Source: an optimization exercise on an open RTL-to-GDS flow (aim: small area and a short achievable clock period). Production flows keep margins and buffers that such runs may drop. Function was checked by simulation only, so behaviour that the tests miss may differ from the original. Power and IR drop assume default switching activity.

==> flow/design.v <==
module SingleCycleMIPS(
    CLK,
    RST,
    IR_addr,
    IR,
    RF_writedata,
    ReadDataMem,
    CEN,
    WEN,
    A,
    ReadData2,
    OEN
);
input           CLK, RST;
input   [31:0]  IR;
output  [31:0]  IR_addr, RF_writedata;
input   [31:0]  ReadDataMem;
output          CEN;
output          WEN;
output  [ 6:0]  A;
output  [31:0]  ReadData2;
output          OEN;
wire    [5:0]   op = IR[31:26];
wire    [4:0]   rs = IR[25:21];
wire    [4:0]   rt = IR[20:16];
wire    [4:0]   rd = IR[15:11];
wire    [3:0]   fn = IR[3:0];
wire    op_r   = (op == 6'h00);
wire    op_lw  = (op == 6'h23);
wire    op_sw  = (op == 6'h2b);
wire    op_beq = (op == 6'h04);
wire    op_j   = (op == 6'h02);
wire    op_jal = (op == 6'h03);
wire    op_jr  = op_r & (IR[5:0] == 6'h08);
assign CEN = ~(op_lw | op_sw);
assign OEN = ~op_lw;
assign WEN = ~op_sw;
reg     [31:0]  PC;
assign IR_addr = PC;
wire    [31:0]  PC4 = {PC[31:2] + 30'd1, PC[1:0]};
reg     [991:0] R;
reg     [31:1]  V;
wire            RegWrite = op_r | op_lw | op_jal;
wire    [4:0]   Wreg     = op_jal ? 5'd31 : (op_r ? rd : rt);
wire    [31:0]  WriteDataN;    
wire    [31:0]  ReadData1n, ReadData2n;    
reg     [31:1]  we;
integer         i;
always @(*)
  for (i = 1; i < 32; i = i + 1)
    we[i]   = RegWrite & (Wreg == i);
wire    [31:1]  seln1, seln2;
rf_seldec sd1 (.r(rs), .V(V), .seln(seln1));
rf_seldec sd2 (.r(rt), .V(V), .seln(seln2));
wire    [31:1]  hold = ~we & V;
wire    [991:0] Rnext;
genvar          k, j;
generate
  for (k = 1; k < 32; k = k + 1) begin : wrow
    for (j = 0; j < 32; j = j + 1) begin : wbit
      g_ao22 u (.a1(we[k]), .a2(WriteDataN[j]), .b1(hold[k]), .b2(R[32*(k-1)+j]),
                .y(Rnext[32*(k-1)+j]));
    end
  end
endgenerate
always @(posedge CLK)
  R <= Rnext;
always @(posedge CLK or posedge RST) begin
  if (RST)
    V <= 31'd0;
  else
    V <= V | we;
end
generate
  for (j = 0; j < 32; j = j + 1) begin : rbit
    wire [31:1] col;
    for (k = 1; k < 32; k = k + 1) begin : c
      assign col[k] = R[32*(k-1)+j];
    end
    rf_rbit u1 (.sn(seln1), .dn(col), .yn(ReadData1n[j]));
    rf_rbit u2 (.sn(seln2), .dn(col), .yn(ReadData2n[j]));
  end
endgenerate
wire    [31:0]  a = ~ReadData1n;
wire    [31:0]  b = ~ReadData2n;
assign ReadData2 = b;
wire            sub    = (fn == 4'b0010) | (fn == 4'b1010) | op_beq;
wire            f_sum  = (fn == 4'b0000) | (fn == 4'b0010);
wire            f_or   = (fn == 4'b0101);
wire            f_slt  = (fn == 4'b1010);
wire            f_and  = ~(f_sum | f_or | f_slt);
wire            alu    = ~(op_jal | op_lw);
wire            s_sum  = alu & f_sum;
wire            s_or   = alu & f_or;
wire            s_and  = alu & f_and;
wire            s_slt  = alu & f_slt;
wire    [31:0]  pn;             
wire    [31:0]  gn;             
wire    [31:0]  a_and_b = {~gn[31:1], a[0] & b[0]};
wire    [31:0]  a_or_b  = {~(pn[31:1] & gn[31:1]), a[0] | b[0]};
wire    [31:0]  other = ({32{s_or}}   & a_or_b) |
                        ({32{s_and}}  & a_and_b) |
                        ({32{op_jal}} & PC4) |
                        ({32{op_lw}}  & ReadDataMem);
wire    [31:0]  x0, x1;
assign x0[31:1] = ({31{s_sum}} & ~pn[31:1]) | other[31:1];
assign x1[31:1] = ({31{s_sum}} &  pn[31:1]) | other[31:1];
wire            b0   = ({s_sum} & ~pn[0] & ~sub) | ({s_sum} & pn[0] & sub) | other[0];
wire            dsgn = a[31] ^ b[31];
assign x0[0] = s_slt ? (dsgn ? a[31] : ~pn[31]) : b0;
assign x1[0] = s_slt ? (dsgn ? a[31] :  pn[31]) : b0;
alu_core alu_core (.an(ReadData1n), .bn(ReadData2n), .sub(sub), .x0(x0), .x1(x1), .nx0(~x0), .nx1(~x1),
                   .pn(pn), .gn(gn), .y(RF_writedata), .ywn(WriteDataN));
wire    [8:0]   ea = a[8:0] + IR[8:0];
assign A = ea[8:2];
wire    [16:0]  ba_lo = {1'b0, PC4[17:2]} + {1'b0, IR[15:0]};
wire    [13:0]  ba_hi = (ba_lo[16] & ~IR[15]) ? PC4[31:18] + 14'd1 :
                        (~ba_lo[16] & IR[15]) ? PC4[31:18] - 14'd1 : PC4[31:18];
wire    [31:0]  BranchAddr = {ba_hi, ba_lo[15:0], PC4[1:0]};
wire            taken = op_beq & ~|pn;
wire    [31:0]  PCnext = op_jr            ? a :
                         (op_j | op_jal)  ? {PC4[31:28], IR[25:0], 2'b00} :
                         taken            ? BranchAddr : PC4;
always @(posedge CLK or posedge RST) begin
  if (RST)
    PC <= 32'd0;
  else
    PC <= PCnext;
end
endmodule
module rf_seldec(r, V, seln);
input   [4:0]   r;
input   [31:1]  V;
output  [31:1]  seln;
wire    [3:0]   hi;
wire    [7:0]   lo;
g_nor2  h0 (.a(r[3]), .b(r[4]), .y(hi[0]));
g_nor2b h1 (.an(r[4]), .b(r[3]), .y(hi[1]));
g_nor2b h2 (.an(r[3]), .b(r[4]), .y(hi[2]));
g_and2  h3 (.a(r[3]), .b(r[4]), .y(hi[3]));
g_nor3  l0 (.a(r[0]), .b(r[1]), .c(r[2]), .y(lo[0]));
g_nor3b l1 (.a(r[1]), .b(r[2]), .c(r[0]), .y(lo[1]));
g_nor3b l2 (.a(r[0]), .b(r[2]), .c(r[1]), .y(lo[2]));
g_and3b l3 (.an(r[2]), .b(r[0]), .c(r[1]), .y(lo[3]));
g_nor3b l4 (.a(r[0]), .b(r[1]), .c(r[2]), .y(lo[4]));
g_and3b l5 (.an(r[1]), .b(r[0]), .c(r[2]), .y(lo[5]));
g_and3b l6 (.an(r[0]), .b(r[1]), .c(r[2]), .y(lo[6]));
g_and3  l7 (.a(r[0]), .b(r[1]), .c(r[2]), .y(lo[7]));
genvar  k;
generate
  for (k = 1; k < 32; k = k + 1) begin : s
    g_nand3 u (.a(hi[k / 8]), .b(lo[k % 8]), .c(V[k]), .y(seln[k]));
  end
endgenerate
endmodule
module rf_rbit(sn, dn, yn);
input   [31:1]  sn, dn;
output          yn;
wire    [15:0]  p;
wire    [7:0]   q;
wire    [1:0]   r;
genvar          g;
generate
  for (g = 0; g < 15; g = g + 1) begin : grp
    g_o22ai u (.a1(sn[2*g+1]), .a2(dn[2*g+1]), .b1(sn[2*g+2]), .b2(dn[2*g+2]), .y(p[g]));
  end
  for (g = 0; g < 8; g = g + 1) begin : l2
    g_nor2 v (.a(p[2*g]), .b(p[2*g+1]), .y(q[g]));
  end
  for (g = 0; g < 2; g = g + 1) begin : l3
    g_nand4 w (.a(q[4*g]), .b(q[4*g+1]), .c(q[4*g+2]), .d(q[4*g+3]), .y(r[g]));
  end
endgenerate
g_nor2  u15 (.a(sn[31]), .b(dn[31]), .y(p[15]));
g_nor2  x0 (.a(r[0]), .b(r[1]), .y(yn));
endmodule
module alu_core(an, bn, sub, x0, x1, nx0, nx1, pn, gn, y, ywn);
input   [31:0]  an, bn, x0, x1, nx0, nx1;    
input           sub;
output  [31:0]  pn, gn, y, ywn;
wire    [31:0]  bx;
wire            G1_1;
wire            G1_2;
wire            P1_2;
wire            G1_3;
wire            P1_3;
wire            G1_4;
wire            P1_4;
wire            G1_5;
wire            P1_5;
wire            G1_6;
wire            P1_6;
wire            G1_7;
wire            P1_7;
wire            G1_8;
wire            P1_8;
wire            G1_9;
wire            P1_9;
wire            G1_10;
wire            P1_10;
wire            G1_11;
wire            P1_11;
wire            G1_12;
wire            P1_12;
wire            G1_13;
wire            P1_13;
wire            G1_14;
wire            P1_14;
wire            G1_15;
wire            P1_15;
wire            G1_16;
wire            P1_16;
wire            G1_17;
wire            P1_17;
wire            G1_18;
wire            P1_18;
wire            G1_19;
wire            P1_19;
wire            G1_20;
wire            P1_20;
wire            G1_21;
wire            P1_21;
wire            G1_22;
wire            P1_22;
wire            G1_23;
wire            P1_23;
wire            G1_24;
wire            P1_24;
wire            G1_25;
wire            P1_25;
wire            G1_26;
wire            P1_26;
wire            G1_27;
wire            P1_27;
wire            G1_28;
wire            P1_28;
wire            G1_29;
wire            P1_29;
wire            G1_30;
wire            P1_30;
wire            G1_31;
wire            P1_31;
wire            G2_2;
wire            gn_0_inv;
wire            G2_3;
wire            G2_4;
wire            P2_4;
wire            G2_5;
wire            P2_5;
wire            G2_6;
wire            P2_6;
wire            G2_7;
wire            P2_7;
wire            G2_8;
wire            P2_8;
wire            G2_9;
wire            P2_9;
wire            G2_10;
wire            P2_10;
wire            G2_11;
wire            P2_11;
wire            G2_12;
wire            P2_12;
wire            G2_13;
wire            P2_13;
wire            G2_14;
wire            P2_14;
wire            G2_15;
wire            P2_15;
wire            G2_16;
wire            P2_16;
wire            G2_17;
wire            P2_17;
wire            G2_18;
wire            P2_18;
wire            G2_19;
wire            P2_19;
wire            G2_20;
wire            P2_20;
wire            G2_21;
wire            P2_21;
wire            G2_22;
wire            P2_22;
wire            G2_23;
wire            P2_23;
wire            G2_24;
wire            P2_24;
wire            G2_25;
wire            P2_25;
wire            G2_26;
wire            P2_26;
wire            G2_27;
wire            P2_27;
wire            G2_28;
wire            P2_28;
wire            G2_29;
wire            P2_29;
wire            G2_30;
wire            P2_30;
wire            G2_31;
wire            P2_31;
wire            G3_4;
wire            G3_5;
wire            G1_1_inv;
wire            G3_6;
wire            G3_7;
wire            G3_8;
wire            P3_8;
wire            G3_9;
wire            P3_9;
wire            G3_10;
wire            P3_10;
wire            G3_11;
wire            P3_11;
wire            G3_12;
wire            P3_12;
wire            G3_13;
wire            P3_13;
wire            G3_14;
wire            P3_14;
wire            G3_15;
wire            P3_15;
wire            G3_16;
wire            P3_16;
wire            G3_17;
wire            P3_17;
wire            G3_18;
wire            P3_18;
wire            G3_19;
wire            P3_19;
wire            G3_20;
wire            P3_20;
wire            G3_21;
wire            P3_21;
wire            G3_22;
wire            P3_22;
wire            G3_23;
wire            P3_23;
wire            G3_24;
wire            P3_24;
wire            G3_25;
wire            P3_25;
wire            G3_26;
wire            P3_26;
wire            G3_27;
wire            P3_27;
wire            G3_28;
wire            P3_28;
wire            G3_29;
wire            P3_29;
wire            G3_30;
wire            P3_30;
wire            G3_31;
wire            P3_31;
wire            G4_8;
wire            G4_9;
wire            G4_10;
wire            G2_2_inv;
wire            G4_11;
wire            G2_3_inv;
wire            G4_12;
wire            G4_13;
wire            G4_14;
wire            G4_15;
wire            G4_16;
wire            P4_16;
wire            G4_17;
wire            P4_17;
wire            G4_18;
wire            P4_18;
wire            G4_19;
wire            P4_19;
wire            G4_20;
wire            P4_20;
wire            G4_21;
wire            P4_21;
wire            G4_22;
wire            P4_22;
wire            G4_23;
wire            P4_23;
wire            G4_24;
wire            P4_24;
wire            G4_25;
wire            P4_25;
wire            G4_26;
wire            P4_26;
wire            G4_27;
wire            P4_27;
wire            G4_28;
wire            P4_28;
wire            G4_29;
wire            P4_29;
wire            G4_30;
wire            P4_30;
wire            G4_31;
wire            P4_31;
wire            G5_16;
wire            G5_17;
wire            G5_18;
wire            G5_19;
wire            G5_20;
wire            G3_4_inv;
wire            G5_21;
wire            G3_5_inv;
wire            G5_22;
wire            G3_6_inv;
wire            G5_23;
wire            G3_7_inv;
wire            G5_24;
wire            G5_25;
wire            G5_26;
wire            G5_27;
wire            G5_28;
wire            G5_29;
wire            G5_30;
wire            G5_31;
g_xnor2 u1 (.a(bn[0]), .b(sub), .y(bx[0]));
g_xor2 u2 (.a(an[0]), .b(bx[0]), .y(pn[0]));
g_gn0 u3 (.an(an[0]), .bn(bn[0]), .s(sub), .y(gn[0]));
g_xnor2 u4 (.a(bn[1]), .b(sub), .y(bx[1]));
g_xor2 u5 (.a(an[1]), .b(bx[1]), .y(pn[1]));
g_nand2b u6 (.an(an[1]), .b(bx[1]), .y(gn[1]));
g_xnor2 u7 (.a(bn[2]), .b(sub), .y(bx[2]));
g_xor2 u8 (.a(an[2]), .b(bx[2]), .y(pn[2]));
g_nand2b u9 (.an(an[2]), .b(bx[2]), .y(gn[2]));
g_xnor2 u10 (.a(bn[3]), .b(sub), .y(bx[3]));
g_xor2 u11 (.a(an[3]), .b(bx[3]), .y(pn[3]));
g_nand2b u12 (.an(an[3]), .b(bx[3]), .y(gn[3]));
g_xnor2 u13 (.a(bn[4]), .b(sub), .y(bx[4]));
g_xor2 u14 (.a(an[4]), .b(bx[4]), .y(pn[4]));
g_nand2b u15 (.an(an[4]), .b(bx[4]), .y(gn[4]));
g_xnor2 u16 (.a(bn[5]), .b(sub), .y(bx[5]));
g_xor2 u17 (.a(an[5]), .b(bx[5]), .y(pn[5]));
g_nand2b u18 (.an(an[5]), .b(bx[5]), .y(gn[5]));
g_xnor2 u19 (.a(bn[6]), .b(sub), .y(bx[6]));
g_xor2 u20 (.a(an[6]), .b(bx[6]), .y(pn[6]));
g_nand2b u21 (.an(an[6]), .b(bx[6]), .y(gn[6]));
g_xnor2 u22 (.a(bn[7]), .b(sub), .y(bx[7]));
g_xor2 u23 (.a(an[7]), .b(bx[7]), .y(pn[7]));
g_nand2b u24 (.an(an[7]), .b(bx[7]), .y(gn[7]));
g_xnor2 u25 (.a(bn[8]), .b(sub), .y(bx[8]));
g_xor2 u26 (.a(an[8]), .b(bx[8]), .y(pn[8]));
g_nand2b u27 (.an(an[8]), .b(bx[8]), .y(gn[8]));
g_xnor2 u28 (.a(bn[9]), .b(sub), .y(bx[9]));
g_xor2 u29 (.a(an[9]), .b(bx[9]), .y(pn[9]));
g_nand2b u30 (.an(an[9]), .b(bx[9]), .y(gn[9]));
g_xnor2 u31 (.a(bn[10]), .b(sub), .y(bx[10]));
g_xor2 u32 (.a(an[10]), .b(bx[10]), .y(pn[10]));
g_nand2b u33 (.an(an[10]), .b(bx[10]), .y(gn[10]));
g_xnor2 u34 (.a(bn[11]), .b(sub), .y(bx[11]));
g_xor2 u35 (.a(an[11]), .b(bx[11]), .y(pn[11]));
g_nand2b u36 (.an(an[11]), .b(bx[11]), .y(gn[11]));
g_xnor2 u37 (.a(bn[12]), .b(sub), .y(bx[12]));
g_xor2 u38 (.a(an[12]), .b(bx[12]), .y(pn[12]));
g_nand2b u39 (.an(an[12]), .b(bx[12]), .y(gn[12]));
g_xnor2 u40 (.a(bn[13]), .b(sub), .y(bx[13]));
g_xor2 u41 (.a(an[13]), .b(bx[13]), .y(pn[13]));
g_nand2b u42 (.an(an[13]), .b(bx[13]), .y(gn[13]));
g_xnor2 u43 (.a(bn[14]), .b(sub), .y(bx[14]));
g_xor2 u44 (.a(an[14]), .b(bx[14]), .y(pn[14]));
g_nand2b u45 (.an(an[14]), .b(bx[14]), .y(gn[14]));
g_xnor2 u46 (.a(bn[15]), .b(sub), .y(bx[15]));
g_xor2 u47 (.a(an[15]), .b(bx[15]), .y(pn[15]));
g_nand2b u48 (.an(an[15]), .b(bx[15]), .y(gn[15]));
g_xnor2 u49 (.a(bn[16]), .b(sub), .y(bx[16]));
g_xor2 u50 (.a(an[16]), .b(bx[16]), .y(pn[16]));
g_nand2b u51 (.an(an[16]), .b(bx[16]), .y(gn[16]));
g_xnor2 u52 (.a(bn[17]), .b(sub), .y(bx[17]));
g_xor2 u53 (.a(an[17]), .b(bx[17]), .y(pn[17]));
g_nand2b u54 (.an(an[17]), .b(bx[17]), .y(gn[17]));
g_xnor2 u55 (.a(bn[18]), .b(sub), .y(bx[18]));
g_xor2 u56 (.a(an[18]), .b(bx[18]), .y(pn[18]));
g_nand2b u57 (.an(an[18]), .b(bx[18]), .y(gn[18]));
g_xnor2 u58 (.a(bn[19]), .b(sub), .y(bx[19]));
g_xor2 u59 (.a(an[19]), .b(bx[19]), .y(pn[19]));
g_nand2b u60 (.an(an[19]), .b(bx[19]), .y(gn[19]));
g_xnor2 u61 (.a(bn[20]), .b(sub), .y(bx[20]));
g_xor2 u62 (.a(an[20]), .b(bx[20]), .y(pn[20]));
g_nand2b u63 (.an(an[20]), .b(bx[20]), .y(gn[20]));
g_xnor2 u64 (.a(bn[21]), .b(sub), .y(bx[21]));
g_xor2 u65 (.a(an[21]), .b(bx[21]), .y(pn[21]));
g_nand2b u66 (.an(an[21]), .b(bx[21]), .y(gn[21]));
g_xnor2 u67 (.a(bn[22]), .b(sub), .y(bx[22]));
g_xor2 u68 (.a(an[22]), .b(bx[22]), .y(pn[22]));
g_nand2b u69 (.an(an[22]), .b(bx[22]), .y(gn[22]));
g_xnor2 u70 (.a(bn[23]), .b(sub), .y(bx[23]));
g_xor2 u71 (.a(an[23]), .b(bx[23]), .y(pn[23]));
g_nand2b u72 (.an(an[23]), .b(bx[23]), .y(gn[23]));
g_xnor2 u73 (.a(bn[24]), .b(sub), .y(bx[24]));
g_xor2 u74 (.a(an[24]), .b(bx[24]), .y(pn[24]));
g_nand2b u75 (.an(an[24]), .b(bx[24]), .y(gn[24]));
g_xnor2 u76 (.a(bn[25]), .b(sub), .y(bx[25]));
g_xor2 u77 (.a(an[25]), .b(bx[25]), .y(pn[25]));
g_nand2b u78 (.an(an[25]), .b(bx[25]), .y(gn[25]));
g_xnor2 u79 (.a(bn[26]), .b(sub), .y(bx[26]));
g_xor2 u80 (.a(an[26]), .b(bx[26]), .y(pn[26]));
g_nand2b u81 (.an(an[26]), .b(bx[26]), .y(gn[26]));
g_xnor2 u82 (.a(bn[27]), .b(sub), .y(bx[27]));
g_xor2 u83 (.a(an[27]), .b(bx[27]), .y(pn[27]));
g_nand2b u84 (.an(an[27]), .b(bx[27]), .y(gn[27]));
g_xnor2 u85 (.a(bn[28]), .b(sub), .y(bx[28]));
g_xor2 u86 (.a(an[28]), .b(bx[28]), .y(pn[28]));
g_nand2b u87 (.an(an[28]), .b(bx[28]), .y(gn[28]));
g_xnor2 u88 (.a(bn[29]), .b(sub), .y(bx[29]));
g_xor2 u89 (.a(an[29]), .b(bx[29]), .y(pn[29]));
g_nand2b u90 (.an(an[29]), .b(bx[29]), .y(gn[29]));
g_xnor2 u91 (.a(bn[30]), .b(sub), .y(bx[30]));
g_xor2 u92 (.a(an[30]), .b(bx[30]), .y(pn[30]));
g_nand2b u93 (.an(an[30]), .b(bx[30]), .y(gn[30]));
g_xnor2 u94 (.a(bn[31]), .b(sub), .y(bx[31]));
g_xor2 u95 (.a(an[31]), .b(bx[31]), .y(pn[31]));
g_nand2b u96 (.an(an[31]), .b(bx[31]), .y(gn[31]));
g_oai21 u97 (.a1(pn[1]), .a2(gn[0]), .b1(gn[1]), .y(G1_1));
g_oai21 u98 (.a1(pn[2]), .a2(gn[1]), .b1(gn[2]), .y(G1_2));
g_nor2 u99 (.a(pn[2]), .b(pn[1]), .y(P1_2));
g_oai21 u100 (.a1(pn[3]), .a2(gn[2]), .b1(gn[3]), .y(G1_3));
g_nor2 u101 (.a(pn[3]), .b(pn[2]), .y(P1_3));
g_oai21 u102 (.a1(pn[4]), .a2(gn[3]), .b1(gn[4]), .y(G1_4));
g_nor2 u103 (.a(pn[4]), .b(pn[3]), .y(P1_4));
g_oai21 u104 (.a1(pn[5]), .a2(gn[4]), .b1(gn[5]), .y(G1_5));
g_nor2 u105 (.a(pn[5]), .b(pn[4]), .y(P1_5));
g_oai21 u106 (.a1(pn[6]), .a2(gn[5]), .b1(gn[6]), .y(G1_6));
g_nor2 u107 (.a(pn[6]), .b(pn[5]), .y(P1_6));
g_oai21 u108 (.a1(pn[7]), .a2(gn[6]), .b1(gn[7]), .y(G1_7));
g_nor2 u109 (.a(pn[7]), .b(pn[6]), .y(P1_7));
g_oai21 u110 (.a1(pn[8]), .a2(gn[7]), .b1(gn[8]), .y(G1_8));
g_nor2 u111 (.a(pn[8]), .b(pn[7]), .y(P1_8));
g_oai21 u112 (.a1(pn[9]), .a2(gn[8]), .b1(gn[9]), .y(G1_9));
g_nor2 u113 (.a(pn[9]), .b(pn[8]), .y(P1_9));
g_oai21 u114 (.a1(pn[10]), .a2(gn[9]), .b1(gn[10]), .y(G1_10));
g_nor2 u115 (.a(pn[10]), .b(pn[9]), .y(P1_10));
g_oai21 u116 (.a1(pn[11]), .a2(gn[10]), .b1(gn[11]), .y(G1_11));
g_nor2 u117 (.a(pn[11]), .b(pn[10]), .y(P1_11));
g_oai21 u118 (.a1(pn[12]), .a2(gn[11]), .b1(gn[12]), .y(G1_12));
g_nor2 u119 (.a(pn[12]), .b(pn[11]), .y(P1_12));
g_oai21 u120 (.a1(pn[13]), .a2(gn[12]), .b1(gn[13]), .y(G1_13));
g_nor2 u121 (.a(pn[13]), .b(pn[12]), .y(P1_13));
g_oai21 u122 (.a1(pn[14]), .a2(gn[13]), .b1(gn[14]), .y(G1_14));
g_nor2 u123 (.a(pn[14]), .b(pn[13]), .y(P1_14));
g_oai21 u124 (.a1(pn[15]), .a2(gn[14]), .b1(gn[15]), .y(G1_15));
g_nor2 u125 (.a(pn[15]), .b(pn[14]), .y(P1_15));
g_oai21 u126 (.a1(pn[16]), .a2(gn[15]), .b1(gn[16]), .y(G1_16));
g_nor2 u127 (.a(pn[16]), .b(pn[15]), .y(P1_16));
g_oai21 u128 (.a1(pn[17]), .a2(gn[16]), .b1(gn[17]), .y(G1_17));
g_nor2 u129 (.a(pn[17]), .b(pn[16]), .y(P1_17));
g_oai21 u130 (.a1(pn[18]), .a2(gn[17]), .b1(gn[18]), .y(G1_18));
g_nor2 u131 (.a(pn[18]), .b(pn[17]), .y(P1_18));
g_oai21 u132 (.a1(pn[19]), .a2(gn[18]), .b1(gn[19]), .y(G1_19));
g_nor2 u133 (.a(pn[19]), .b(pn[18]), .y(P1_19));
g_oai21 u134 (.a1(pn[20]), .a2(gn[19]), .b1(gn[20]), .y(G1_20));
g_nor2 u135 (.a(pn[20]), .b(pn[19]), .y(P1_20));
g_oai21 u136 (.a1(pn[21]), .a2(gn[20]), .b1(gn[21]), .y(G1_21));
g_nor2 u137 (.a(pn[21]), .b(pn[20]), .y(P1_21));
g_oai21 u138 (.a1(pn[22]), .a2(gn[21]), .b1(gn[22]), .y(G1_22));
g_nor2 u139 (.a(pn[22]), .b(pn[21]), .y(P1_22));
g_oai21 u140 (.a1(pn[23]), .a2(gn[22]), .b1(gn[23]), .y(G1_23));
g_nor2 u141 (.a(pn[23]), .b(pn[22]), .y(P1_23));
g_oai21 u142 (.a1(pn[24]), .a2(gn[23]), .b1(gn[24]), .y(G1_24));
g_nor2 u143 (.a(pn[24]), .b(pn[23]), .y(P1_24));
g_oai21 u144 (.a1(pn[25]), .a2(gn[24]), .b1(gn[25]), .y(G1_25));
g_nor2 u145 (.a(pn[25]), .b(pn[24]), .y(P1_25));
g_oai21 u146 (.a1(pn[26]), .a2(gn[25]), .b1(gn[26]), .y(G1_26));
g_nor2 u147 (.a(pn[26]), .b(pn[25]), .y(P1_26));
g_oai21 u148 (.a1(pn[27]), .a2(gn[26]), .b1(gn[27]), .y(G1_27));
g_nor2 u149 (.a(pn[27]), .b(pn[26]), .y(P1_27));
g_oai21 u150 (.a1(pn[28]), .a2(gn[27]), .b1(gn[28]), .y(G1_28));
g_nor2 u151 (.a(pn[28]), .b(pn[27]), .y(P1_28));
g_oai21 u152 (.a1(pn[29]), .a2(gn[28]), .b1(gn[29]), .y(G1_29));
g_nor2 u153 (.a(pn[29]), .b(pn[28]), .y(P1_29));
g_oai21 u154 (.a1(pn[30]), .a2(gn[29]), .b1(gn[30]), .y(G1_30));
g_nor2 u155 (.a(pn[30]), .b(pn[29]), .y(P1_30));
g_oai21 u156 (.a1(pn[31]), .a2(gn[30]), .b1(gn[31]), .y(G1_31));
g_nor2 u157 (.a(pn[31]), .b(pn[30]), .y(P1_31));
g_inv u158 (.a(gn[0]), .y(gn_0_inv));
g_aoi21 u159 (.a1(P1_2), .a2(gn_0_inv), .b1(G1_2), .y(G2_2));
g_aoi21 u160 (.a1(P1_3), .a2(G1_1), .b1(G1_3), .y(G2_3));
g_aoi21 u161 (.a1(P1_4), .a2(G1_2), .b1(G1_4), .y(G2_4));
g_nand2 u162 (.a(P1_4), .b(P1_2), .y(P2_4));
g_aoi21 u163 (.a1(P1_5), .a2(G1_3), .b1(G1_5), .y(G2_5));
g_nand2 u164 (.a(P1_5), .b(P1_3), .y(P2_5));
g_aoi21 u165 (.a1(P1_6), .a2(G1_4), .b1(G1_6), .y(G2_6));
g_nand2 u166 (.a(P1_6), .b(P1_4), .y(P2_6));
g_aoi21 u167 (.a1(P1_7), .a2(G1_5), .b1(G1_7), .y(G2_7));
g_nand2 u168 (.a(P1_7), .b(P1_5), .y(P2_7));
g_aoi21 u169 (.a1(P1_8), .a2(G1_6), .b1(G1_8), .y(G2_8));
g_nand2 u170 (.a(P1_8), .b(P1_6), .y(P2_8));
g_aoi21 u171 (.a1(P1_9), .a2(G1_7), .b1(G1_9), .y(G2_9));
g_nand2 u172 (.a(P1_9), .b(P1_7), .y(P2_9));
g_aoi21 u173 (.a1(P1_10), .a2(G1_8), .b1(G1_10), .y(G2_10));
g_nand2 u174 (.a(P1_10), .b(P1_8), .y(P2_10));
g_aoi21 u175 (.a1(P1_11), .a2(G1_9), .b1(G1_11), .y(G2_11));
g_nand2 u176 (.a(P1_11), .b(P1_9), .y(P2_11));
g_aoi21 u177 (.a1(P1_12), .a2(G1_10), .b1(G1_12), .y(G2_12));
g_nand2 u178 (.a(P1_12), .b(P1_10), .y(P2_12));
g_aoi21 u179 (.a1(P1_13), .a2(G1_11), .b1(G1_13), .y(G2_13));
g_nand2 u180 (.a(P1_13), .b(P1_11), .y(P2_13));
g_aoi21 u181 (.a1(P1_14), .a2(G1_12), .b1(G1_14), .y(G2_14));
g_nand2 u182 (.a(P1_14), .b(P1_12), .y(P2_14));
g_aoi21 u183 (.a1(P1_15), .a2(G1_13), .b1(G1_15), .y(G2_15));
g_nand2 u184 (.a(P1_15), .b(P1_13), .y(P2_15));
g_aoi21 u185 (.a1(P1_16), .a2(G1_14), .b1(G1_16), .y(G2_16));
g_nand2 u186 (.a(P1_16), .b(P1_14), .y(P2_16));
g_aoi21 u187 (.a1(P1_17), .a2(G1_15), .b1(G1_17), .y(G2_17));
g_nand2 u188 (.a(P1_17), .b(P1_15), .y(P2_17));
g_aoi21 u189 (.a1(P1_18), .a2(G1_16), .b1(G1_18), .y(G2_18));
g_nand2 u190 (.a(P1_18), .b(P1_16), .y(P2_18));
g_aoi21 u191 (.a1(P1_19), .a2(G1_17), .b1(G1_19), .y(G2_19));
g_nand2 u192 (.a(P1_19), .b(P1_17), .y(P2_19));
g_aoi21 u193 (.a1(P1_20), .a2(G1_18), .b1(G1_20), .y(G2_20));
g_nand2 u194 (.a(P1_20), .b(P1_18), .y(P2_20));
g_aoi21 u195 (.a1(P1_21), .a2(G1_19), .b1(G1_21), .y(G2_21));
g_nand2 u196 (.a(P1_21), .b(P1_19), .y(P2_21));
g_aoi21 u197 (.a1(P1_22), .a2(G1_20), .b1(G1_22), .y(G2_22));
g_nand2 u198 (.a(P1_22), .b(P1_20), .y(P2_22));
g_aoi21 u199 (.a1(P1_23), .a2(G1_21), .b1(G1_23), .y(G2_23));
g_nand2 u200 (.a(P1_23), .b(P1_21), .y(P2_23));
g_aoi21 u201 (.a1(P1_24), .a2(G1_22), .b1(G1_24), .y(G2_24));
g_nand2 u202 (.a(P1_24), .b(P1_22), .y(P2_24));
g_aoi21 u203 (.a1(P1_25), .a2(G1_23), .b1(G1_25), .y(G2_25));
g_nand2 u204 (.a(P1_25), .b(P1_23), .y(P2_25));
g_aoi21 u205 (.a1(P1_26), .a2(G1_24), .b1(G1_26), .y(G2_26));
g_nand2 u206 (.a(P1_26), .b(P1_24), .y(P2_26));
g_aoi21 u207 (.a1(P1_27), .a2(G1_25), .b1(G1_27), .y(G2_27));
g_nand2 u208 (.a(P1_27), .b(P1_25), .y(P2_27));
g_aoi21 u209 (.a1(P1_28), .a2(G1_26), .b1(G1_28), .y(G2_28));
g_nand2 u210 (.a(P1_28), .b(P1_26), .y(P2_28));
g_aoi21 u211 (.a1(P1_29), .a2(G1_27), .b1(G1_29), .y(G2_29));
g_nand2 u212 (.a(P1_29), .b(P1_27), .y(P2_29));
g_aoi21 u213 (.a1(P1_30), .a2(G1_28), .b1(G1_30), .y(G2_30));
g_nand2 u214 (.a(P1_30), .b(P1_28), .y(P2_30));
g_aoi21 u215 (.a1(P1_31), .a2(G1_29), .b1(G1_31), .y(G2_31));
g_nand2 u216 (.a(P1_31), .b(P1_29), .y(P2_31));
g_oai21 u217 (.a1(P2_4), .a2(gn[0]), .b1(G2_4), .y(G3_4));
g_inv u218 (.a(G1_1), .y(G1_1_inv));
g_oai21 u219 (.a1(P2_5), .a2(G1_1_inv), .b1(G2_5), .y(G3_5));
g_oai21 u220 (.a1(P2_6), .a2(G2_2), .b1(G2_6), .y(G3_6));
g_oai21 u221 (.a1(P2_7), .a2(G2_3), .b1(G2_7), .y(G3_7));
g_oai21 u222 (.a1(P2_8), .a2(G2_4), .b1(G2_8), .y(G3_8));
g_nor2 u223 (.a(P2_8), .b(P2_4), .y(P3_8));
g_oai21 u224 (.a1(P2_9), .a2(G2_5), .b1(G2_9), .y(G3_9));
g_nor2 u225 (.a(P2_9), .b(P2_5), .y(P3_9));
g_oai21 u226 (.a1(P2_10), .a2(G2_6), .b1(G2_10), .y(G3_10));
g_nor2 u227 (.a(P2_10), .b(P2_6), .y(P3_10));
g_oai21 u228 (.a1(P2_11), .a2(G2_7), .b1(G2_11), .y(G3_11));
g_nor2 u229 (.a(P2_11), .b(P2_7), .y(P3_11));
g_oai21 u230 (.a1(P2_12), .a2(G2_8), .b1(G2_12), .y(G3_12));
g_nor2 u231 (.a(P2_12), .b(P2_8), .y(P3_12));
g_oai21 u232 (.a1(P2_13), .a2(G2_9), .b1(G2_13), .y(G3_13));
g_nor2 u233 (.a(P2_13), .b(P2_9), .y(P3_13));
g_oai21 u234 (.a1(P2_14), .a2(G2_10), .b1(G2_14), .y(G3_14));
g_nor2 u235 (.a(P2_14), .b(P2_10), .y(P3_14));
g_oai21 u236 (.a1(P2_15), .a2(G2_11), .b1(G2_15), .y(G3_15));
g_nor2 u237 (.a(P2_15), .b(P2_11), .y(P3_15));
g_oai21 u238 (.a1(P2_16), .a2(G2_12), .b1(G2_16), .y(G3_16));
g_nor2 u239 (.a(P2_16), .b(P2_12), .y(P3_16));
g_oai21 u240 (.a1(P2_17), .a2(G2_13), .b1(G2_17), .y(G3_17));
g_nor2 u241 (.a(P2_17), .b(P2_13), .y(P3_17));
g_oai21 u242 (.a1(P2_18), .a2(G2_14), .b1(G2_18), .y(G3_18));
g_nor2 u243 (.a(P2_18), .b(P2_14), .y(P3_18));
g_oai21 u244 (.a1(P2_19), .a2(G2_15), .b1(G2_19), .y(G3_19));
g_nor2 u245 (.a(P2_19), .b(P2_15), .y(P3_19));
g_oai21 u246 (.a1(P2_20), .a2(G2_16), .b1(G2_20), .y(G3_20));
g_nor2 u247 (.a(P2_20), .b(P2_16), .y(P3_20));
g_oai21 u248 (.a1(P2_21), .a2(G2_17), .b1(G2_21), .y(G3_21));
g_nor2 u249 (.a(P2_21), .b(P2_17), .y(P3_21));
g_oai21 u250 (.a1(P2_22), .a2(G2_18), .b1(G2_22), .y(G3_22));
g_nor2 u251 (.a(P2_22), .b(P2_18), .y(P3_22));
g_oai21 u252 (.a1(P2_23), .a2(G2_19), .b1(G2_23), .y(G3_23));
g_nor2 u253 (.a(P2_23), .b(P2_19), .y(P3_23));
g_oai21 u254 (.a1(P2_24), .a2(G2_20), .b1(G2_24), .y(G3_24));
g_nor2 u255 (.a(P2_24), .b(P2_20), .y(P3_24));
g_oai21 u256 (.a1(P2_25), .a2(G2_21), .b1(G2_25), .y(G3_25));
g_nor2 u257 (.a(P2_25), .b(P2_21), .y(P3_25));
g_oai21 u258 (.a1(P2_26), .a2(G2_22), .b1(G2_26), .y(G3_26));
g_nor2 u259 (.a(P2_26), .b(P2_22), .y(P3_26));
g_oai21 u260 (.a1(P2_27), .a2(G2_23), .b1(G2_27), .y(G3_27));
g_nor2 u261 (.a(P2_27), .b(P2_23), .y(P3_27));
g_oai21 u262 (.a1(P2_28), .a2(G2_24), .b1(G2_28), .y(G3_28));
g_nor2 u263 (.a(P2_28), .b(P2_24), .y(P3_28));
g_oai21 u264 (.a1(P2_29), .a2(G2_25), .b1(G2_29), .y(G3_29));
g_nor2 u265 (.a(P2_29), .b(P2_25), .y(P3_29));
g_oai21 u266 (.a1(P2_30), .a2(G2_26), .b1(G2_30), .y(G3_30));
g_nor2 u267 (.a(P2_30), .b(P2_26), .y(P3_30));
g_oai21 u268 (.a1(P2_31), .a2(G2_27), .b1(G2_31), .y(G3_31));
g_nor2 u269 (.a(P2_31), .b(P2_27), .y(P3_31));
g_aoi21 u270 (.a1(P3_8), .a2(gn_0_inv), .b1(G3_8), .y(G4_8));
g_aoi21 u271 (.a1(P3_9), .a2(G1_1), .b1(G3_9), .y(G4_9));
g_inv u272 (.a(G2_2), .y(G2_2_inv));
g_aoi21 u273 (.a1(P3_10), .a2(G2_2_inv), .b1(G3_10), .y(G4_10));
g_inv u274 (.a(G2_3), .y(G2_3_inv));
g_aoi21 u275 (.a1(P3_11), .a2(G2_3_inv), .b1(G3_11), .y(G4_11));
g_aoi21 u276 (.a1(P3_12), .a2(G3_4), .b1(G3_12), .y(G4_12));
g_aoi21 u277 (.a1(P3_13), .a2(G3_5), .b1(G3_13), .y(G4_13));
g_aoi21 u278 (.a1(P3_14), .a2(G3_6), .b1(G3_14), .y(G4_14));
g_aoi21 u279 (.a1(P3_15), .a2(G3_7), .b1(G3_15), .y(G4_15));
g_aoi21 u280 (.a1(P3_16), .a2(G3_8), .b1(G3_16), .y(G4_16));
g_nand2 u281 (.a(P3_16), .b(P3_8), .y(P4_16));
g_aoi21 u282 (.a1(P3_17), .a2(G3_9), .b1(G3_17), .y(G4_17));
g_nand2 u283 (.a(P3_17), .b(P3_9), .y(P4_17));
g_aoi21 u284 (.a1(P3_18), .a2(G3_10), .b1(G3_18), .y(G4_18));
g_nand2 u285 (.a(P3_18), .b(P3_10), .y(P4_18));
g_aoi21 u286 (.a1(P3_19), .a2(G3_11), .b1(G3_19), .y(G4_19));
g_nand2 u287 (.a(P3_19), .b(P3_11), .y(P4_19));
g_aoi21 u288 (.a1(P3_20), .a2(G3_12), .b1(G3_20), .y(G4_20));
g_nand2 u289 (.a(P3_20), .b(P3_12), .y(P4_20));
g_aoi21 u290 (.a1(P3_21), .a2(G3_13), .b1(G3_21), .y(G4_21));
g_nand2 u291 (.a(P3_21), .b(P3_13), .y(P4_21));
g_aoi21 u292 (.a1(P3_22), .a2(G3_14), .b1(G3_22), .y(G4_22));
g_nand2 u293 (.a(P3_22), .b(P3_14), .y(P4_22));
g_aoi21 u294 (.a1(P3_23), .a2(G3_15), .b1(G3_23), .y(G4_23));
g_nand2 u295 (.a(P3_23), .b(P3_15), .y(P4_23));
g_aoi21 u296 (.a1(P3_24), .a2(G3_16), .b1(G3_24), .y(G4_24));
g_nand2 u297 (.a(P3_24), .b(P3_16), .y(P4_24));
g_aoi21 u298 (.a1(P3_25), .a2(G3_17), .b1(G3_25), .y(G4_25));
g_nand2 u299 (.a(P3_25), .b(P3_17), .y(P4_25));
g_aoi21 u300 (.a1(P3_26), .a2(G3_18), .b1(G3_26), .y(G4_26));
g_nand2 u301 (.a(P3_26), .b(P3_18), .y(P4_26));
g_aoi21 u302 (.a1(P3_27), .a2(G3_19), .b1(G3_27), .y(G4_27));
g_nand2 u303 (.a(P3_27), .b(P3_19), .y(P4_27));
g_aoi21 u304 (.a1(P3_28), .a2(G3_20), .b1(G3_28), .y(G4_28));
g_nand2 u305 (.a(P3_28), .b(P3_20), .y(P4_28));
g_aoi21 u306 (.a1(P3_29), .a2(G3_21), .b1(G3_29), .y(G4_29));
g_nand2 u307 (.a(P3_29), .b(P3_21), .y(P4_29));
g_aoi21 u308 (.a1(P3_30), .a2(G3_22), .b1(G3_30), .y(G4_30));
g_nand2 u309 (.a(P3_30), .b(P3_22), .y(P4_30));
g_aoi21 u310 (.a1(P3_31), .a2(G3_23), .b1(G3_31), .y(G4_31));
g_nand2 u311 (.a(P3_31), .b(P3_23), .y(P4_31));
g_oai21 u312 (.a1(P4_16), .a2(gn[0]), .b1(G4_16), .y(G5_16));
g_oai21 u313 (.a1(P4_17), .a2(G1_1_inv), .b1(G4_17), .y(G5_17));
g_oai21 u314 (.a1(P4_18), .a2(G2_2), .b1(G4_18), .y(G5_18));
g_oai21 u315 (.a1(P4_19), .a2(G2_3), .b1(G4_19), .y(G5_19));
g_inv u316 (.a(G3_4), .y(G3_4_inv));
g_oai21 u317 (.a1(P4_20), .a2(G3_4_inv), .b1(G4_20), .y(G5_20));
g_inv u318 (.a(G3_5), .y(G3_5_inv));
g_oai21 u319 (.a1(P4_21), .a2(G3_5_inv), .b1(G4_21), .y(G5_21));
g_inv u320 (.a(G3_6), .y(G3_6_inv));
g_oai21 u321 (.a1(P4_22), .a2(G3_6_inv), .b1(G4_22), .y(G5_22));
g_inv u322 (.a(G3_7), .y(G3_7_inv));
g_oai21 u323 (.a1(P4_23), .a2(G3_7_inv), .b1(G4_23), .y(G5_23));
g_oai21 u324 (.a1(P4_24), .a2(G4_8), .b1(G4_24), .y(G5_24));
g_oai21 u325 (.a1(P4_25), .a2(G4_9), .b1(G4_25), .y(G5_25));
g_oai21 u326 (.a1(P4_26), .a2(G4_10), .b1(G4_26), .y(G5_26));
g_oai21 u327 (.a1(P4_27), .a2(G4_11), .b1(G4_27), .y(G5_27));
g_oai21 u328 (.a1(P4_28), .a2(G4_12), .b1(G4_28), .y(G5_28));
g_oai21 u329 (.a1(P4_29), .a2(G4_13), .b1(G4_29), .y(G5_29));
g_oai21 u330 (.a1(P4_30), .a2(G4_14), .b1(G4_30), .y(G5_30));
g_oai21 u331 (.a1(P4_31), .a2(G4_15), .b1(G4_31), .y(G5_31));
g_mux2i u332 (.a0(nx0[0]), .a1(nx1[0]), .s(G5_30), .y(y[0]));
g_mux2i u333 (.a0(x0[0]), .a1(x1[0]), .s(G5_30), .y(ywn[0]));
g_mux2i u334 (.a0(nx0[1]), .a1(nx1[1]), .s(gn_0_inv), .y(y[1]));
g_mux2i u335 (.a0(x0[1]), .a1(x1[1]), .s(gn_0_inv), .y(ywn[1]));
g_mux2i u336 (.a0(nx0[2]), .a1(nx1[2]), .s(G1_1), .y(y[2]));
g_mux2i u337 (.a0(x0[2]), .a1(x1[2]), .s(G1_1), .y(ywn[2]));
g_mux2i u338 (.a0(nx0[3]), .a1(nx1[3]), .s(G2_2_inv), .y(y[3]));
g_mux2i u339 (.a0(x0[3]), .a1(x1[3]), .s(G2_2_inv), .y(ywn[3]));
g_mux2i u340 (.a0(nx0[4]), .a1(nx1[4]), .s(G2_3_inv), .y(y[4]));
g_mux2i u341 (.a0(x0[4]), .a1(x1[4]), .s(G2_3_inv), .y(ywn[4]));
g_mux2i u342 (.a0(nx0[5]), .a1(nx1[5]), .s(G3_4), .y(y[5]));
g_mux2i u343 (.a0(x0[5]), .a1(x1[5]), .s(G3_4), .y(ywn[5]));
g_mux2i u344 (.a0(nx0[6]), .a1(nx1[6]), .s(G3_5), .y(y[6]));
g_mux2i u345 (.a0(x0[6]), .a1(x1[6]), .s(G3_5), .y(ywn[6]));
g_mux2i u346 (.a0(nx0[7]), .a1(nx1[7]), .s(G3_6), .y(y[7]));
g_mux2i u347 (.a0(x0[7]), .a1(x1[7]), .s(G3_6), .y(ywn[7]));
g_mux2i u348 (.a0(nx0[8]), .a1(nx1[8]), .s(G3_7), .y(y[8]));
g_mux2i u349 (.a0(x0[8]), .a1(x1[8]), .s(G3_7), .y(ywn[8]));
g_mux2i u350 (.a0(nx1[9]), .a1(nx0[9]), .s(G4_8), .y(y[9]));
g_mux2i u351 (.a0(x1[9]), .a1(x0[9]), .s(G4_8), .y(ywn[9]));
g_mux2i u352 (.a0(nx1[10]), .a1(nx0[10]), .s(G4_9), .y(y[10]));
g_mux2i u353 (.a0(x1[10]), .a1(x0[10]), .s(G4_9), .y(ywn[10]));
g_mux2i u354 (.a0(nx1[11]), .a1(nx0[11]), .s(G4_10), .y(y[11]));
g_mux2i u355 (.a0(x1[11]), .a1(x0[11]), .s(G4_10), .y(ywn[11]));
g_mux2i u356 (.a0(nx1[12]), .a1(nx0[12]), .s(G4_11), .y(y[12]));
g_mux2i u357 (.a0(x1[12]), .a1(x0[12]), .s(G4_11), .y(ywn[12]));
g_mux2i u358 (.a0(nx1[13]), .a1(nx0[13]), .s(G4_12), .y(y[13]));
g_mux2i u359 (.a0(x1[13]), .a1(x0[13]), .s(G4_12), .y(ywn[13]));
g_mux2i u360 (.a0(nx1[14]), .a1(nx0[14]), .s(G4_13), .y(y[14]));
g_mux2i u361 (.a0(x1[14]), .a1(x0[14]), .s(G4_13), .y(ywn[14]));
g_mux2i u362 (.a0(nx1[15]), .a1(nx0[15]), .s(G4_14), .y(y[15]));
g_mux2i u363 (.a0(x1[15]), .a1(x0[15]), .s(G4_14), .y(ywn[15]));
g_mux2i u364 (.a0(nx1[16]), .a1(nx0[16]), .s(G4_15), .y(y[16]));
g_mux2i u365 (.a0(x1[16]), .a1(x0[16]), .s(G4_15), .y(ywn[16]));
g_mux2i u366 (.a0(nx0[17]), .a1(nx1[17]), .s(G5_16), .y(y[17]));
g_mux2i u367 (.a0(x0[17]), .a1(x1[17]), .s(G5_16), .y(ywn[17]));
g_mux2i u368 (.a0(nx0[18]), .a1(nx1[18]), .s(G5_17), .y(y[18]));
g_mux2i u369 (.a0(x0[18]), .a1(x1[18]), .s(G5_17), .y(ywn[18]));
g_mux2i u370 (.a0(nx0[19]), .a1(nx1[19]), .s(G5_18), .y(y[19]));
g_mux2i u371 (.a0(x0[19]), .a1(x1[19]), .s(G5_18), .y(ywn[19]));
g_mux2i u372 (.a0(nx0[20]), .a1(nx1[20]), .s(G5_19), .y(y[20]));
g_mux2i u373 (.a0(x0[20]), .a1(x1[20]), .s(G5_19), .y(ywn[20]));
g_mux2i u374 (.a0(nx0[21]), .a1(nx1[21]), .s(G5_20), .y(y[21]));
g_mux2i u375 (.a0(x0[21]), .a1(x1[21]), .s(G5_20), .y(ywn[21]));
g_mux2i u376 (.a0(nx0[22]), .a1(nx1[22]), .s(G5_21), .y(y[22]));
g_mux2i u377 (.a0(x0[22]), .a1(x1[22]), .s(G5_21), .y(ywn[22]));
g_mux2i u378 (.a0(nx0[23]), .a1(nx1[23]), .s(G5_22), .y(y[23]));
g_mux2i u379 (.a0(x0[23]), .a1(x1[23]), .s(G5_22), .y(ywn[23]));
g_mux2i u380 (.a0(nx0[24]), .a1(nx1[24]), .s(G5_23), .y(y[24]));
g_mux2i u381 (.a0(x0[24]), .a1(x1[24]), .s(G5_23), .y(ywn[24]));
g_mux2i u382 (.a0(nx0[25]), .a1(nx1[25]), .s(G5_24), .y(y[25]));
g_mux2i u383 (.a0(x0[25]), .a1(x1[25]), .s(G5_24), .y(ywn[25]));
g_mux2i u384 (.a0(nx0[26]), .a1(nx1[26]), .s(G5_25), .y(y[26]));
g_mux2i u385 (.a0(x0[26]), .a1(x1[26]), .s(G5_25), .y(ywn[26]));
g_mux2i u386 (.a0(nx0[27]), .a1(nx1[27]), .s(G5_26), .y(y[27]));
g_mux2i u387 (.a0(x0[27]), .a1(x1[27]), .s(G5_26), .y(ywn[27]));
g_mux2i u388 (.a0(nx0[28]), .a1(nx1[28]), .s(G5_27), .y(y[28]));
g_mux2i u389 (.a0(x0[28]), .a1(x1[28]), .s(G5_27), .y(ywn[28]));
g_mux2i u390 (.a0(nx0[29]), .a1(nx1[29]), .s(G5_28), .y(y[29]));
g_mux2i u391 (.a0(x0[29]), .a1(x1[29]), .s(G5_28), .y(ywn[29]));
g_mux2i u392 (.a0(nx0[30]), .a1(nx1[30]), .s(G5_29), .y(y[30]));
g_mux2i u393 (.a0(x0[30]), .a1(x1[30]), .s(G5_29), .y(ywn[30]));
g_mux2i u394 (.a0(nx0[31]), .a1(nx1[31]), .s(G5_30), .y(y[31]));
g_mux2i u395 (.a0(x0[31]), .a1(x1[31]), .s(G5_30), .y(ywn[31]));
endmodule
module g_inv(a, y);
input   a;
output  y;
assign y = ~a;
endmodule
module g_nand2(a, b, y);
input   a, b;
output  y;
assign y = ~(a & b);
endmodule
module g_nor2(a, b, y);
input   a, b;
output  y;
assign y = ~(a | b);
endmodule
module g_xor2(a, b, y);
input   a, b;
output  y;
assign y = a ^ b;
endmodule
module g_xnor2(a, b, y);
input   a, b;
output  y;
assign y = ~(a ^ b);
endmodule
module g_nand2b(an, b, y);
input   an, b;
output  y;
assign y = ~(~an & b);
endmodule
module g_nand3(a, b, c, y);
input   a, b, c;
output  y;
assign y = ~(a & b & c);
endmodule
module g_nand4(a, b, c, d, y);
input   a, b, c, d;
output  y;
assign y = ~(a & b & c & d);
endmodule
module g_nor3(a, b, c, y);
input   a, b, c;
output  y;
assign y = ~(a | b | c);
endmodule
module g_and2(a, b, y);
input   a, b;
output  y;
assign y = a & b;
endmodule
module g_and3(a, b, c, y);
input   a, b, c;
output  y;
assign y = a & b & c;
endmodule
module g_nor4(a, b, c, d, y);
input   a, b, c, d;
output  y;
assign y = ~(a | b | c | d);
endmodule
module g_o22ai(a1, a2, b1, b2, y);
input   a1, a2, b1, b2;
output  y;
assign y = ~((a1 | a2) & (b1 | b2));
endmodule
module g_nor2b(an, b, y);
input   an, b;
output  y;
assign y = ~an & b;
endmodule
module g_and3b(an, b, c, y);
input   an, b, c;
output  y;
assign y = ~an & b & c;
endmodule
module g_nor3b(a, b, c, y);
input   a, b, c;
output  y;
assign y = ~a & ~b & c;
endmodule
module g_aoi21(a1, a2, b1, y);
input   a1, a2, b1;
output  y;
assign y = ~((a1 & a2) | b1);
endmodule
module g_oai21(a1, a2, b1, y);
input   a1, a2, b1;
output  y;
assign y = ~((a1 | a2) & b1);
endmodule
module g_mux2i(a0, a1, s, y);
input   a0, a1, s;
output  y;
assign y = ~(s ? a1 : a0);
endmodule
module g_gn0(an, bn, s, y);
input   an, bn, s;
output  y;
assign y = s ? (an & ~bn) : (an | bn);
endmodule
module g_ao22(a1, a2, b1, b2, y);
input   a1, a2, b1, b2;
output  y;
assign y = (a1 & a2) | (b1 & b2);
endmodule
==> flow/flow/run.sh <==
#!/bin/bash
# The standard layout (standard.sh), with two changes made through ORFS
# variables: the port buffers start as buf_2 (timing repair sizes up the
# critical ones), and clock tree synthesis clusters up to 24 flip-flops within
# 80 um per clkbuf_16 and inserts no dummy loads. make's full output goes to
# standard.log here; ORFS keeps each step's log under orfs/logs/.
set -euo pipefail
export BUFFER_PORTS_ARGS="-buffer_cell sky130_fd_sc_hd__buf_2"
export CTS_ARGS="-sink_clustering_enable -repair_clock_nets -dont_use_dummy_load -buf_list sky130_fd_sc_hd__clkbuf_16 -sink_clustering_size 24 -sink_clustering_max_diameter 80"
bash standard.sh > standard.log 2>&1
==> flow/standard.sh <==
#!/bin/bash
# synth_recipe.tcl (not shown) runs the flow's synth.tcl, then flattens the netlist and writes it again
# the make line also repeats each setting of config.mk as NAME=value (left out here)
make -C /OpenROAD-flow-scripts/flow DESIGN_CONFIG=/design/flow/config.mk WORK_HOME=/design/flow/orfs CLKGATE_MAP_FILE= SYNTH_SCRIPT=/design/flow/synth_recipe.tcl "${@:-finish}"
==> flow/config.mk <==
export PLATFORM = sky130hd
export DESIGN_NAME = SingleCycleMIPS
export DESIGN_NICKNAME = SingleCycleMIPS
export VERILOG_FILES = /design/flow/design.v
export SDC_FILE = /design/flow/constraint.sdc
export NUM_CORES = 4
export LEC_CHECK = 0
export CAP_MARGIN = 20
export CORE_MARGIN = 2
export CORE_UTILIZATION = 50
export PLACE_DENSITY = 0.65
export SETUP_SLACK_MARGIN = 2.8
export SLEW_MARGIN = 20
export SYNTH_HIERARCHICAL = 1
==> flow/constraint.sdc <==
create_clock -name core_clock -period 11.5 [get_ports {CLK}]
set_input_delay 2.3000 -clock core_clock [delete_from_list [all_inputs] [get_ports {CLK}]]
set_output_delay 2.3000 -clock core_clock [all_outputs]
set_load 0.01 [all_outputs]
==> run summary <==
* Post-detailed-placement half-perimeter wirelength: 163000 um
- Source of the worst register-to-register timing path: V[19]$_DFF_PP0_
- Total of max-cap violations: 0
- Proportion of layout cells with a drive suffix above 1: 18.5%
* Number of enable-type register cells in the synthesized netlist: 0
- The path with the worst hold slack has its endpoint at R[165]$_DFF_P_.
- During placement, the flow inserted port buffers numbering 171.
- Summing the sequential cell areas from Yosys gives 44.7% of the chip area.
* Crit Path Max Fanout: 15
- In this run the remaining antenna-violating nets after routing total 0.
- After technology mapping, the gate count stands at ~5.2k.
- Synthesized net count: between 5k and 6k
- Number of antenna violations at the first check in global routing: 8
* Placeable core region: ~95000 um2
- VDD sags by at most approximately 0.00013 V.
- Launch instance of the worst min-delay path: R[165]$_DFF_P_
- Crit Path Class: input pin to primary output
* Critical path capture point type: primary output
- The flow ran to the end and the layout has no timing, DRC or antenna violations.
* CTS Sinks: 1055
- Via count of the first global-routing pass: around 47k
- YS warnings: 7
- Pin placement for this block handled roughly 170 I/O pins.
* Setup Total Neg Slack: 0 ps
- Endpoint required time on the critical path: 9200 ps
* Synth top area share: 41.4%
* Ranking of synthesized cells by area: dfxtp_1 (41%), a22o_1 (18%), o22ai_1 (13%)
* Starting utilization of the core area: between 50 and 60%
* End-of-flow core utilization: roughly three fifths
- The final route contains around 53k vias.
* Die footprint: ~98000 um2
* Proportion of synthesized flip-flops having asynchronous set or reset: around 6%
* Clock transition time at the flip-flop clock pins of the worst setup and hold paths: approximately 80 ps
- Largest net degree at the start of global routing: 64
* Max-slew violation count: 0
* Reg2Reg Setup Slack: ~5600 ps
* Final standard cell count with taps included and fillers excluded: approximately 6.9k
* Clock period minus final worst setup slack: about 9000 ps
* Leading area contributor after synthesis: dfxtp_1
- Actual transition at the worst max-transition pin: approximately 1300 ps
- Cells on Worst Hold Path: 1
- Static leakage: between 20 and 25 nW
- DR vias/cell: between 7 and 8
- In this run the deepest clock path goes through 3 buffers.
* Register bit count reported by yosys: between 1k and 1.5k
- TritonCTS built the clock tree.
- Cell variety after synth: approximately 80
* Count of nets after finishing: approximately 5.7k
* # DRC: 0
- The most used flip-flop cell after synthesis is dfxtp_1.
- After floorplanning, the core was divided into 113 placement rows.
* End of the worst register-to-register path: PC[19]$_DFF_PP0_
- Detailed-routing iteration count for the pre-antenna-repair pass: 9
- The total overflow left after global routing is 0.
- Global routing used between 40% and 50% of the available tracks.
* H-tree depth: 2
- Data arrival time of the critical path: roughly 6700 ps
* Total CTS buffers: 55
- Signed area change from the synthesized netlist to the final layout: 19.6%
- Netlist Area Pre-Place: between 40000 and 50000 um2
* Startpoint type of the worst setup path: input pin
- The final critical path takes up between 70% and 80% of the cycle.
* P per Cell Area: between 100 and 150 nW/um2
* Setup violations, final: 0
- Max-slew headroom: between 10% and 20%
- Fill count: around 8.3k
- In this run, post-CTS hold repair placed 0 buffers.
- The detailed router finished its first iteration with approximately 9.5k violations.
- The number of placed instances, taps included, is 6731.
- Gp weighted congestion: about 1.1
* Wire length of the first global-routing pass: between 300000 and 400000 um
- Unrepaired setup endpoints after global routing: yes
* Hold Violations, Final: 0
- Post-Synthesis Mean Instance Area: approximately 9.3 um2
- Clock skew on the completed layout was measured at between 60 and 70 ps.
- Clock latency on the worst-skew pair: about 740 ps
- From left edge to right edge, the die measures roughly 310 um.
- Register-to-Register Path Depth: 16
- CTS Root Buffer Type: clkbuf_16
- Timing would allow up to ~110 MHz.
* Class of the tightest hold or removal check: flip-flop to flip-flop
- Die height: between 300 and 400 um
- Routed wire length per instance: 36.9 um
- Aggregate routed wire length: between 200000 and 300000 um
* Most frequent cells after synthesis: a22o_1 (992), dfxtp_1 (992), o22ai_1 (964), nor2_1 (804), nand4_1 (149)
[Yosys stat by module (local to each module, per instance), excerpt]
module	area, um2	flip-flops and latches	cells inside	copies in the design
g_nor2b	13.8	0	1	4
g_gn0	13.8	0	2	1
g_nor3b	12.5	0	1	6
g_nor3	10.0	0	1	2
g_mux2i	10.0	0	1	64
g_and3	6.26	0	1	2
g_o22ai	6.26	0	1	960
g_nand2b	6.26	0	1	31
g_and2	6.26	0	1	2
g_nand3	5.00	0	1	62
g_nand2	3.75	0	1	42
g_nor2	3.75	0	1	694
[worst max-delay path, cell delays in order]
cell and delay, ps:
buf_2 180, nor2b_4 160, buf_12 150, buf_4 160
nand3_4 170, buf_8 210, o22ai_1 90, nor2_1 310
nand4_1 480, nor2_2 290, xnor2_1 240, xor2_2 410
o21ai_1 190, a21oi_2 320, o21ai_2 150, a21oi_4 270
o21ai_4 130, mux2i_2 280, buf_2 190
[worst max-delay path by stage]
stage | from | to | cells past startpoint
finish | IR[20] | RF_writedata[26] | 19
global route | IR[18] | RF_writedata[31] | 19
CTS | IR[18] | RF_writedata[28] | 17
detailed placement | IR[17] | RF_writedata[28] | 17
global placement | IR[18] | RF_writedata[24] | 16
floorplan | IR[20] | RF_writedata[30] | 14
[layout make-up]
class | count | area, um2 | share of cell area, %
Clock buffer | 55 | 1380 | 2.40
Multi-Input combinational cell | 3935 | 28700 | 49.9
Tap cell | 1265 | 1580 | 2.76
Sequential cell | 1055 | 21400 | 37.4
Inverter | 126 | 473 | 0.824
Timing Repair Buffer | 468 | 3840 | 6.69
Antenna cell | 4 | 10.0 | 0.0174
[layer usage]
layer | share of wire [%] | global-route usage, %
met1 | 34 | 59.1
met2 | 40 | 69.7
met3 | 15 | 17.6
met4 | 11 | 40.5
met5 | 0.026 | 0
[cell usage in the layout (no fill, tap or decap), drive strengths merged, types with 17 or more instances in the layout]
master,synthesis,final
inv,126,126
nand2b,44,44
nand2,128,128
a22o,992,992
o221ai,17,17
dfxtp,992,992
nor2,804,804
nor3,26,26
nor4,18,18
or2,41,41
o22ai,964,964
xnor2,63,63
o21ai,124,124
buf,14,454
nand4,152,152
nand3,95,99
dfrtp,63,63
nor2b,31,31
clkbuf,33,69
and2,20,20
o211ai,27,27
mux2i,77,77
a221oi,29,29
ha,26,26
xor2,53,53
a21oi,86,86
[through the flow]
step	setup WS (ps)	power (mW)	cell area [um2]	hold slack, ps
6_report	2480	7.47	57400	503
3_3_place_gp	1470	5.19	52300	475
5_1_grt	2670	7.63	57400	518
2_1_floorplan	3550	4.57	48000	463
3_5_place_dp	1470	5.20	52500	479
4_1_cts	2800	7.30	55800	503
[sequential cells by signal, summed over array words and instances, names as in the netlist]
| name | cells |
|---|---|
| V | 31 |
| R | 992 |
| PC | 32 |
[timing repair]
item | 4_1_cts | 5_1_grt
endpoints found under the hold margin | 0 | 0
resized for setup | 321 | 210
buffers inserted | 59 | 46
pin swaps | 76 | 76
cloned | 4 | 8
endpoints found under the setup margin | 35 | 30
[cell families after synthesis]
group | synth area share, %
fa+ha+maj | 0.720
flops | 44.7
xor+xnor | 2.15
mux | 1.61
buf+inv | 1.41
compound gates | 35.8
simple gates | 13.6
[where the power goes]
part	leakage [nW]	total, mW	internal, mW	switching [mW]
combinational	13.0	1.58	0.463	1.11
sequential	8.80	3.79	3.70	0.0897
clock	0.678	2.11	0.850	1.26
total	22.5	7.47	5.01	2.46

-- what the ideal ports hide --
No port has a modelled driver above. Below, the same layout with a new extraction and two added sets of constraints. Step 1, drivers: a clkbuf_16 drives CLK and a buf_2 each remaining input, both assumed. Step 2 adds t to the input delays and takes it off the output delays; t is the mean of the earliest and latest rising clock arrival at the registers after step 1. Input paths then give back, and output paths get back, about the clock's delay inside the block. Three values: no drivers, after step 1, after step 2; two values: the first two.
t (ns): 0.780
setup WS [ns]: 2.480 / 2.458 / 2.458
cell pins on the clock port's net: 1
After both steps setup and hold are still met in this run. For this run, drivers alone change the setup slack by -0.022 ns; drivers and shift together by -0.022 ns.
